Context: an optimization exercise on an open-source flow, tuned for small area, a short achievable clock period and few clock cycles per item. The choices shown serve that exercise and are no tape-out recipe.
In this exercise RTL edits were held to simulation tests only and were not proved equivalent to the original.
Power is estimated from default activity; no workload was simulated.

// DES_Core
module DES_Core(
    input wire clk,
    input wire reset,
    input wire start_i,
    input wire [63:0] plaintext_i,
    input wire [63:0] key_i,
    output reg [63:0] ciphertext_o,
    output reg done_o
    );
  ...
export LEC_CHECK = 0
export CAP_MARGIN = 20
export CORE_MARGIN = 2
export CORE_UTILIZATION = 40
export CTS_BUF_LIST = sky130_fd_sc_hd__clkbuf_4 sky130_fd_sc_hd__clkbuf_8
export SETUP_SLACK_MARGIN = 2.65
export SLEW_MARGIN = 20
create_clock -name core_clock -period 5.0 [get_ports {clk}]
standard.sh (not shown) runs the stock make flow with config.mk's settings and CLKGATE_MAP_FILE= SYNTH_SCRIPT=/design/flow/synth_recipe.tcl, a recipe that flattens the netlist after the stock synthesis.
==> flow/flow/run.sh <==
#!/bin/bash
# The standard layout, with small buffers on the ports instead of the
# delay buffers buffer_ports picks by default. Make output goes to flow_make.log.
set -euo pipefail
export BUFFER_PORTS_ARGS="-buffer_cell sky130_fd_sc_hd__buf_2"
export POST_GLOBAL_PLACE_TCL="$PWD/flow/outbuf.tcl"
bash standard.sh DONT_USE_CELLS="sky130_fd_sc_hd__lpflow_bleeder_1 sky130_fd_sc_hd__lpflow_clkbufkapwr_1 sky130_fd_sc_hd__lpflow_clkbufkapwr_16 sky130_fd_sc_hd__lpflow_clkbufkapwr_2 sky130_fd_sc_hd__lpflow_clkbufkapwr_4 sky130_fd_sc_hd__lpflow_clkbufkapwr_8 sky130_fd_sc_hd__lpflow_clkinvkapwr_1 sky130_fd_sc_hd__lpflow_clkinvkapwr_16 sky130_fd_sc_hd__lpflow_clkinvkapwr_2 sky130_fd_sc_hd__lpflow_clkinvkapwr_4 sky130_fd_sc_hd__lpflow_clkinvkapwr_8 sky130_fd_sc_hd__lpflow_decapkapwr_12 sky130_fd_sc_hd__lpflow_decapkapwr_3 sky130_fd_sc_hd__lpflow_decapkapwr_4 sky130_fd_sc_hd__lpflow_decapkapwr_6 sky130_fd_sc_hd__lpflow_decapkapwr_8 sky130_fd_sc_hd__lpflow_inputiso0n_1 sky130_fd_sc_hd__lpflow_inputiso0p_1 sky130_fd_sc_hd__lpflow_inputiso1n_1 sky130_fd_sc_hd__lpflow_inputiso1p_1 sky130_fd_sc_hd__lpflow_inputisolatch_1 sky130_fd_sc_hd__lpflow_isobufsrc_1 sky130_fd_sc_hd__lpflow_isobufsrc_16 sky130_fd_sc_hd__lpflow_isobufsrc_2 sky130_fd_sc_hd__lpflow_isobufsrc_4 sky130_fd_sc_hd__lpflow_isobufsrc_8 sky130_fd_sc_hd__lpflow_isobufsrckapwr_16 sky130_fd_sc_hd__lpflow_lsbuf_lh_hl_isowell_tap_1 sky130_fd_sc_hd__lpflow_lsbuf_lh_hl_isowell_tap_2 sky130_fd_sc_hd__lpflow_lsbuf_lh_hl_isowell_tap_4 sky130_fd_sc_hd__lpflow_lsbuf_lh_isowell_4 sky130_fd_sc_hd__lpflow_lsbuf_lh_isowell_tap_1 sky130_fd_sc_hd__lpflow_lsbuf_lh_isowell_tap_2 sky130_fd_sc_hd__lpflow_lsbuf_lh_isowell_tap_4 sky130_fd_sc_hd__probe_p_8 sky130_fd_sc_hd__probec_p_8  sky130_fd_sc_hd__xor3_1 sky130_fd_sc_hd__xor3_2 sky130_fd_sc_hd__xor3_4 sky130_fd_sc_hd__xnor3_1 sky130_fd_sc_hd__xnor3_2 sky130_fd_sc_hd__xnor3_4" finish > flow_make.log 2>&1
==> flow/flow/outbuf.tcl <==
# Output ports drive only the 0.01 pF pin load: a buf_1 is enough there.
set n 0
foreach bterm [[ord::get_db_block] getBTerms] {
  if {[$bterm getIoType] != "OUTPUT"} { continue }
  set net [$bterm getNet]
  if {$net == "NULL"} { continue }
  foreach iterm [$net getITerms] {
    if {[$iterm isOutputSignal]} {
      set inst [$iterm getInst]
      if {[[$inst getMaster] getName] == "sky130_fd_sc_hd__buf_2"} {
        replace_cell [$inst getName] sky130_fd_sc_hd__buf_1
        incr n
      }
    }
  }
}
puts "outbuf.tcl: $n output buffers set to buf_1"
Testbench counts at the start, summed over its fixed seeds: cycles 4,808, blocks 2,400.
Change:
- CTS_CLUSTER_DIAMETER: unset -> 120
- CTS_CLUSTER_SIZE: unset -> 30
Effect:
- wire length stays the same
- fmax does not change
- total power is unchanged
- cell area stays the same
- critical path depth stays the same
- hold slack does not change
- flip-flop and latch count does not change
- via count stays the same
- worst setup slack stays the same
- global-route usage is unchanged
- final cell count does not change
Change:
--- a/flow/flow/run.sh
+++ b/flow/flow/run.sh
@@ -5,3 +5,2 @@
 export BUFFER_PORTS_ARGS="-buffer_cell sky130_fd_sc_hd__buf_2"
-export POST_GLOBAL_PLACE_TCL="$PWD/flow/outbuf.tcl"
 bash standard.sh DONT_USE_CELLS="sky130_fd_sc_hd__lpflow_bleeder_1 sky130_fd_sc_hd__lpflow_clkbufkapwr_1 sky130_fd_sc_hd__lpflow_clkbufkapwr_16 sky130_fd_sc_hd__lpflow_clkbufkapwr_2 sky130_fd_sc_hd__lpflow_clkbufkapwr_4 sky130_fd_sc_hd__lpflow_clkbufkapwr_8 sky130_fd_sc_hd__lpflow_clkinvkapwr_1 sky130_fd_sc_hd__lpflow_clkinvkapwr_16 sky130_fd_sc_hd__lpflow_clkinvkapwr_2 sky130_fd_sc_hd__lpflow_clkinvkapwr_4 sky130_fd_sc_hd__lpflow_clkinvkapwr_8 sky130_fd_sc_hd__lpflow_decapkapwr_12 sky130_fd_sc_hd__lpflow_decapkapwr_3 sky130_fd_sc_hd__lpflow_decapkapwr_4 sky130_fd_sc_hd__lpflow_decapkapwr_6 sky130_fd_sc_hd__lpflow_decapkapwr_8 sky130_fd_sc_hd__lpflow_inputiso0n_1 sky130_fd_sc_hd__lpflow_inputiso0p_1 sky130_fd_sc_hd__lpflow_inputiso1n_1 sky130_fd_sc_hd__lpflow_inputiso1p_1 sky130_fd_sc_hd__lpflow_inputisolatch_1 sky130_fd_sc_hd__lpflow_isobufsrc_1 sky130_fd_sc_hd__lpflow_isobufsrc_16 sky130_fd_sc_hd__lpflow_isobufsrc_2 sky130_fd_sc_hd__lpflow_isobufsrc_4 sky130_fd_sc_hd__lpflow_isobufsrc_8 sky130_fd_sc_hd__lpflow_isobufsrckapwr_16 sky130_fd_sc_hd__lpflow_lsbuf_lh_hl_isowell_tap_1 sky130_fd_sc_hd__lpflow_lsbuf_lh_hl_isowell_tap_2 sky130_fd_sc_hd__lpflow_lsbuf_lh_hl_isowell_tap_4 sky130_fd_sc_hd__lpflow_lsbuf_lh_isowell_4 sky130_fd_sc_hd__lpflow_lsbuf_lh_isowell_tap_1 sky130_fd_sc_hd__lpflow_lsbuf_lh_isowell_tap_2 sky130_fd_sc_hd__lpflow_lsbuf_lh_isowell_tap_4 sky130_fd_sc_hd__probe_p_8 sky130_fd_sc_hd__probec_p_8  sky130_fd_sc_hd__xor3_1 sky130_fd_sc_hd__xor3_2 sky130_fd_sc_hd__xor3_4 sky130_fd_sc_hd__xnor3_1 sky130_fd_sc_hd__xnor3_2 sky130_fd_sc_hd__xnor3_4" finish > flow_make.log 2>&1
- CTS_BUF_LIST: sky130_fd_sc_hd__clkbuf_4 sky130_fd_sc_hd__clkbuf_8 -> unset
- CTS_CLUSTER_DIAMETER: 120 -> unset
- CTS_CLUSTER_SIZE: 30 -> unset
- SETUP_SLACK_MARGIN: 2.65 -> 2.9
removed: flow/flow/outbuf.tcl
Effect: The new run finished with timing, DRC and antenna clean. Cell area goes up by a quarter to a third. Power goes up by a quarter to a third. Maximum frequency goes up by roughly a tenth.
Change:
--- a/flow/flow/run.sh
+++ b/flow/flow/run.sh
@@ -5,2 +5,3 @@
 export BUFFER_PORTS_ARGS="-buffer_cell sky130_fd_sc_hd__buf_2"
+export POST_GLOBAL_PLACE_TCL="$PWD/flow/outbuf.tcl"
 bash standard.sh DONT_USE_CELLS="sky130_fd_sc_hd__lpflow_bleeder_1 sky130_fd_sc_hd__lpflow_clkbufkapwr_1 sky130_fd_sc_hd__lpflow_clkbufkapwr_16 sky130_fd_sc_hd__lpflow_clkbufkapwr_2 sky130_fd_sc_hd__lpflow_clkbufkapwr_4 sky130_fd_sc_hd__lpflow_clkbufkapwr_8 sky130_fd_sc_hd__lpflow_clkinvkapwr_1 sky130_fd_sc_hd__lpflow_clkinvkapwr_16 sky130_fd_sc_hd__lpflow_clkinvkapwr_2 sky130_fd_sc_hd__lpflow_clkinvkapwr_4 sky130_fd_sc_hd__lpflow_clkinvkapwr_8 sky130_fd_sc_hd__lpflow_decapkapwr_12 sky130_fd_sc_hd__lpflow_decapkapwr_3 sky130_fd_sc_hd__lpflow_decapkapwr_4 sky130_fd_sc_hd__lpflow_decapkapwr_6 sky130_fd_sc_hd__lpflow_decapkapwr_8 sky130_fd_sc_hd__lpflow_inputiso0n_1 sky130_fd_sc_hd__lpflow_inputiso0p_1 sky130_fd_sc_hd__lpflow_inputiso1n_1 sky130_fd_sc_hd__lpflow_inputiso1p_1 sky130_fd_sc_hd__lpflow_inputisolatch_1 sky130_fd_sc_hd__lpflow_isobufsrc_1 sky130_fd_sc_hd__lpflow_isobufsrc_16 sky130_fd_sc_hd__lpflow_isobufsrc_2 sky130_fd_sc_hd__lpflow_isobufsrc_4 sky130_fd_sc_hd__lpflow_isobufsrc_8 sky130_fd_sc_hd__lpflow_isobufsrckapwr_16 sky130_fd_sc_hd__lpflow_lsbuf_lh_hl_isowell_tap_1 sky130_fd_sc_hd__lpflow_lsbuf_lh_hl_isowell_tap_2 sky130_fd_sc_hd__lpflow_lsbuf_lh_hl_isowell_tap_4 sky130_fd_sc_hd__lpflow_lsbuf_lh_isowell_4 sky130_fd_sc_hd__lpflow_lsbuf_lh_isowell_tap_1 sky130_fd_sc_hd__lpflow_lsbuf_lh_isowell_tap_2 sky130_fd_sc_hd__lpflow_lsbuf_lh_isowell_tap_4 sky130_fd_sc_hd__probe_p_8 sky130_fd_sc_hd__probec_p_8  sky130_fd_sc_hd__xor3_1 sky130_fd_sc_hd__xor3_2 sky130_fd_sc_hd__xor3_4 sky130_fd_sc_hd__xnor3_1 sky130_fd_sc_hd__xnor3_2 sky130_fd_sc_hd__xnor3_4" finish > flow_make.log 2>&1
==> flow/flow/outbuf.tcl (new file) <==
# Output ports drive only the 0.01 pF pin load: a buf_1 is enough there.
set n 0
foreach bterm [[ord::get_db_block] getBTerms] {
  if {[$bterm getIoType] != "OUTPUT"} { continue }
  set net [$bterm getNet]
  if {$net == "NULL"} { continue }
  foreach iterm [$net getITerms] {
    if {[$iterm isOutputSignal]} {
      set inst [$iterm getInst]
      if {[[$inst getMaster] getName] == "sky130_fd_sc_hd__buf_2"} {
        replace_cell [$inst getName] sky130_fd_sc_hd__buf_1
        incr n
      }
    }
  }
}
puts "outbuf.tcl: $n output buffers set to buf_1"
- CTS_BUF_LIST: unset -> sky130_fd_sc_hd__clkbuf_4 sky130_fd_sc_hd__clkbuf_8
- PLACE_DENSITY: unset -> 0.7
- SETUP_SLACK_MARGIN: 2.9 -> 2.65
What happened: The changed run passed the timing, DRC and antenna checks; setup slack is worse by 0.17 ns; design area came out lower by about a fifth; sequential share of layout area came out higher by 5.2 points; total power came out lower by about a fifth; fmax came out lower by a little under a tenth; via count came out lower by a few percent.
Change:
--- a/flow/flow/run.sh
+++ b/flow/flow/run.sh
@@ -5,3 +5,2 @@
 export BUFFER_PORTS_ARGS="-buffer_cell sky130_fd_sc_hd__buf_2"
-export POST_GLOBAL_PLACE_TCL="$PWD/flow/outbuf.tcl"
 bash standard.sh DONT_USE_CELLS="sky130_fd_sc_hd__lpflow_bleeder_1 sky130_fd_sc_hd__lpflow_clkbufkapwr_1 sky130_fd_sc_hd__lpflow_clkbufkapwr_16 sky130_fd_sc_hd__lpflow_clkbufkapwr_2 sky130_fd_sc_hd__lpflow_clkbufkapwr_4 sky130_fd_sc_hd__lpflow_clkbufkapwr_8 sky130_fd_sc_hd__lpflow_clkinvkapwr_1 sky130_fd_sc_hd__lpflow_clkinvkapwr_16 sky130_fd_sc_hd__lpflow_clkinvkapwr_2 sky130_fd_sc_hd__lpflow_clkinvkapwr_4 sky130_fd_sc_hd__lpflow_clkinvkapwr_8 sky130_fd_sc_hd__lpflow_decapkapwr_12 sky130_fd_sc_hd__lpflow_decapkapwr_3 sky130_fd_sc_hd__lpflow_decapkapwr_4 sky130_fd_sc_hd__lpflow_decapkapwr_6 sky130_fd_sc_hd__lpflow_decapkapwr_8 sky130_fd_sc_hd__lpflow_inputiso0n_1 sky130_fd_sc_hd__lpflow_inputiso0p_1 sky130_fd_sc_hd__lpflow_inputiso1n_1 sky130_fd_sc_hd__lpflow_inputiso1p_1 sky130_fd_sc_hd__lpflow_inputisolatch_1 sky130_fd_sc_hd__lpflow_isobufsrc_1 sky130_fd_sc_hd__lpflow_isobufsrc_16 sky130_fd_sc_hd__lpflow_isobufsrc_2 sky130_fd_sc_hd__lpflow_isobufsrc_4 sky130_fd_sc_hd__lpflow_isobufsrc_8 sky130_fd_sc_hd__lpflow_isobufsrckapwr_16 sky130_fd_sc_hd__lpflow_lsbuf_lh_hl_isowell_tap_1 sky130_fd_sc_hd__lpflow_lsbuf_lh_hl_isowell_tap_2 sky130_fd_sc_hd__lpflow_lsbuf_lh_hl_isowell_tap_4 sky130_fd_sc_hd__lpflow_lsbuf_lh_isowell_4 sky130_fd_sc_hd__lpflow_lsbuf_lh_isowell_tap_1 sky130_fd_sc_hd__lpflow_lsbuf_lh_isowell_tap_2 sky130_fd_sc_hd__lpflow_lsbuf_lh_isowell_tap_4 sky130_fd_sc_hd__probe_p_8 sky130_fd_sc_hd__probec_p_8  sky130_fd_sc_hd__xor3_1 sky130_fd_sc_hd__xor3_2 sky130_fd_sc_hd__xor3_4 sky130_fd_sc_hd__xnor3_1 sky130_fd_sc_hd__xnor3_2 sky130_fd_sc_hd__xnor3_4" finish > flow_make.log 2>&1
- CTS_BUF_LIST: sky130_fd_sc_hd__clkbuf_4 sky130_fd_sc_hd__clkbuf_8 -> unset
- PLACE_DENSITY: 0.7 -> unset
- SETUP_SLACK_MARGIN: 2.65 -> unset
removed: flow/flow/outbuf.tcl
The changed run ran to the end with no violations.
Via count rose by a few percent.
Fmax shrinks by a few percent.
Hold slack hardly moves.
Power grows by roughly a tenth.
Register-to-register slack stays flat.
Cell area came out higher slightly.
Change:
- CORE_UTILIZATION: 40 -> 65
- CTS_BUF_LIST: unset -> sky130_fd_sc_hd__clkbuf_4 sky130_fd_sc_hd__clkbuf_8
- PLACE_DENSITY: unset -> 0.75
What happened: Total power drops by 4.7%; critical path depth is unchanged; utilization climbs by 29 points; clock power drops by 27%; wire length drops by 7.2%; synthesized cell count does not change; final area drops by 2.6%; via count climbs by 2.4%.

[separate check: timing with driven ports]
The results above use ideal ports. As a check the final layouts listed here were re-extracted and re-timed, cells and wires unchanged. Step 1 assumes that a clkbuf_16 drives the clock port and a buf_2 every other input. Step 2, shift: input delay + t, output delay - t, t = (earliest + latest rising clock arrival at the registers) / 2. This alone moves slack from input paths to output paths. a / b / c = no drivers / after step 1 / after step 2; a / b = the first two.
| run | t (ns) | setup WS [ns] | worst register clock-pin slew, ns | cell pins on the clock port's net |
|---|---|---|---|---|
| the first run | 0.390 | 2.676 / 2.693 / 2.303 | 0.08 / 0.08 | 1 |
| the second run | 0.390 | 2.676 / 2.693 / 2.303 | 0.08 / 0.08 | 1 |
| the third run | 0.380 | 2.868 / 2.889 / 2.510 | 0.08 / 0.08 | 1 |
| the fourth run | 0.387 | 2.702 / 2.717 / 2.330 | 0.08 / 0.08 | 1 |
| the fifth run | 0.385 | 2.546 / 2.568 / 2.183 | 0.06 / 0.06 | 1 |
| the sixth run | 0.409 | 2.493 / 2.507 / 2.097 | 0.09 / 0.09 | 1 |
After both steps setup and hold are still met in every run listed. The setup slack of the sixth run, which loses most, moves by +0.014 ns with the drivers and by -0.396 ns with both steps.
